This is an optimization exercise on Yosys and OpenROAD, whose aim is small area, a short achievable clock period and few clock cycles per item, not a production implementation.
At most, simulation tests tie the RTL to the original design; equivalence was not proved.
No activity file was given, so power comes from the tool's default toggle rates.

==> flow/design.v (excerpt) <==
module fp32_mul (
    input  wire        clk,
    input  wire        rst,
    input  wire        in_valid,
    input  wire [31:0] op_a,
    input  wire [31:0] op_b,
    output reg         out_valid,
    output reg  [31:0] result
);
  wire [7:0]  ea = op_a[30:23];
  wire [7:0]  eb = op_b[30:23];
  wire [22:0] fb = op_b[22:0];
  wire a_zero = (ea == 8'h00);
  wire b_zero = (eb == 8'h00);
  wire a_emax = (ea == 8'hFF);
  wire b_emax = (eb == 8'hFF);
  wire special = a_zero | b_zero | a_emax | b_emax;
  wire [25:0] bx = {2'b01, fb, 1'b0};
  wire [11:0] one0, two0, neg0;
  genvar gi;
  generate
    for (gi = 0; gi < 12; gi = gi + 1) begin : g_booth
      wire one_r = bx[2*gi+1] ^ bx[2*gi];
      wire two_r = (bx[2*gi+2] & ~bx[2*gi+1] & ~bx[2*gi]) |
                   (~bx[2*gi+2] & bx[2*gi+1] & bx[2*gi]);
      wire neg_r = bx[2*gi+2] & ~(bx[2*gi+1] & bx[2*gi]);
      assign one0[gi] = one_r & ~special;
      if (gi == 11) begin : g_top
        assign two0[gi] = two_r | special;
        assign neg0[gi] = neg_r | special;
      end else begin : g_low
        assign two0[gi] = two_r & ~special;
        assign neg0[gi] = neg_r & ~special;
      end
    end
  endgenerate
  reg        v1, sa1, sb1, az1, bz1, am1, bm1, fbnz1;
  reg [7:0]  ea1, eb1;
  reg [22:0] fa1;
  reg [11:0] one1, two1, neg1;
  always @(posedge clk) begin
    if (rst) v1 <= 1'b0; else v1 <= in_valid;
    sa1 <= op_a[31];
    sb1 <= op_b[31];
    az1 <= a_zero;
  ...
Size in the first run: about 2,200 cells after synthesis, about 100 I/O pins, roughly 22,000 um2 of cells after synthesis.
Settings: LEC_CHECK=0, CAP_MARGIN=20, CORE_MARGIN=2, CORE_UTILIZATION=60, CTS_CLUSTER_DIAMETER=120, CTS_CLUSTER_SIZE=25, SLEW_MARGIN=70, SYNTH_HIERARCHICAL=1; clock period 11.0 ns.
standard.sh (not shown) runs the stock make flow with config.mk's settings and CLKGATE_MAP_FILE= SYNTH_SCRIPT=/design/flow/synth_recipe.tcl, a recipe that flattens the netlist after the stock synthesis.
==> flow/flow/run.sh <==
#!/bin/bash
# Layout flow: the standard ORFS flow (standard.sh, unchanged synthesis),
# with the port buffers made from a regular buffer cell rather than the
# delay-buffer cell that buffer_ports picks by default.
set -euo pipefail
cd "$(dirname "$0")/.."
bash standard.sh "BUFFER_PORTS_ARGS=-buffer_cell sky130_fd_sc_hd__buf_2" finish > flow_make.log 2>&1
Next try:
--- a/flow/design.v
+++ b/flow/design.v
@@ -981,40 +981,40 @@
   assign z399 = (rq[14] ^ rq[15]) ^ (rq[12] | rq[13]);
   assign z400 = (rq[16] ^ rq[17]) ^ (rq[14] | rq[15]);
   assign z401 = (rq[18] ^ rq[19]) ^ (rq[16] | rq[17]);
   assign z402 = (rq[20] ^ rq[21]) ^ (rq[18] | rq[19]);
   assign z403 = (rq[25] ^ fs233) ^ (rq[20] | rq[21]);
   assign z404 = (fs234 ^ fc233) ^ (rq[25] | fs233);
   assign z405 = (fs235 ^ fc234) ^ (fs234 | fc233);
   assign z406 = (fs236 ^ fc235) ^ (fs235 | fc234);
   assign z407 = (fs237 ^ fc236) ^ (fs236 | fc235);
   wire sticky = z393 | z394 | z395 | z396 | z397 | z398 | z399 | z400 | z401 | z402 | z403 | z404 | z405 | z406 | z407 | lownz2;
-  wire p47 = h[25];
-  wire [22:0] frac = p47 ? h[24:2] : h[23:1];
-  wire guard = p47 ? h[1] : h[0];
-  wire inc = guard & (sticky | frac[0]);
-  reg        v3, s3, q3, kill3, p47_3, inc3;
+  reg        v3, s3, q3, st3, kill3;
   reg [7:0]  e3;
-  reg [22:0] f3;
+  reg [25:0] h3;
   always @(posedge clk) begin
     if (rst) v3 <= 1'b0; else v3 <= v2;
     s3 <= s2;
     q3 <= q2;
     kill3 <= kill2;
     e3 <= e2;
-    p47_3 <= p47;
-    inc3 <= inc;
-    f3 <= frac;
+    st3 <= sticky;
+    h3 <= h;
   end
+  wire p47 = h3[25];
+  wire i0 = h3[0] & (st3 | h3[1]);
+  wire i1 = h3[1] & (st3 | h3[2]);
+  wire [22:0] frac = p47 ? h3[24:2] : h3[23:1];
+  wire inc = p47 ? i1 : i0;
   wire [22:0] rnd;
-  rnd23 u_rnd (.f(f3), .inc(inc3), .r(rnd));
-  wire [7:0] eo = e3 + {7'd0, p47_3};
+  rnd23 u_rnd (.f(frac), .inc(inc), .r(rnd));
+  wire [7:0] eo = e3 + {7'd0, p47};
   wire [22:0] fo = kill3 ? 23'd0 : rnd;
   wire [31:0] res = {s3, eo, fo[22] | q3, fo[21:0]};
   always @(posedge clk) begin
     if (rst) out_valid <= 1'b0; else out_valid <= v3;
     result <= res;
   end
 endmodule
 module rnd23 (input wire [22:0] f, input wire inc, output wire [22:0] r);
   wire [23:0] t;   
   assign t[0] = 1'b1;
Worst hold slack improved by 0.011 ns.
Global-route usage grows by 0.64 points.
Utilization grows by 0.24 points.
Sequential power shrinks by about 3%.
First-iteration DRC count shrinks by 4.4%.
Maximum frequency grows by 22%.
Setup slack improved by 0.74 ns.
Non-clock buffer count grows by 3.
Design area grows by 0.37%.
Via count grows by 1.2%.
Count of clock-buffer cells in the layout grows by 1.
Testbench counts after the change, summed over its fixed seeds: cycles 16,024, items 16,000.
For the first run of this note, only the layout was checked, not whether the RTL still works.

## port drivers added, routing unchanged
No port has a modelled driver above. Below, the same layouts with a new extraction and two added sets of constraints.
Step 1 sets driving cells, clkbuf_16 on the clock port and buf_2 on the other inputs (assumed; they add their load-dependent delay and slew).
Step 2 adds t to the input delays and takes it off the output delays; t is the mean of the earliest and latest rising clock arrival at the registers after step 1. Input paths then give back, and output paths get back, about the clock's delay inside the block.
Slacks: ideal / step 1 / step 2; pairs: ideal / step 1.
run | t (ns) | setup WS [ns] | worst hold slack (ns) | latest minus earliest clock arrival (ns) | worst data-port slew with drivers (ns)
the first run | 0.565 | 6.950 / 6.950 / 6.950 | 0.318 / 0.318 / 0.318 | 0.022 / 0.022 | 0.05
the second run | 0.561 | 7.689 / 7.688 / 7.304 | 0.329 / 0.329 / 0.329 | 0.030 / 0.030 | 0.04
After both steps every run listed still meets setup and hold. For the second run, which loses most, drivers alone change the setup slack by -0.001 ns; drivers and shift together by -0.385 ns.
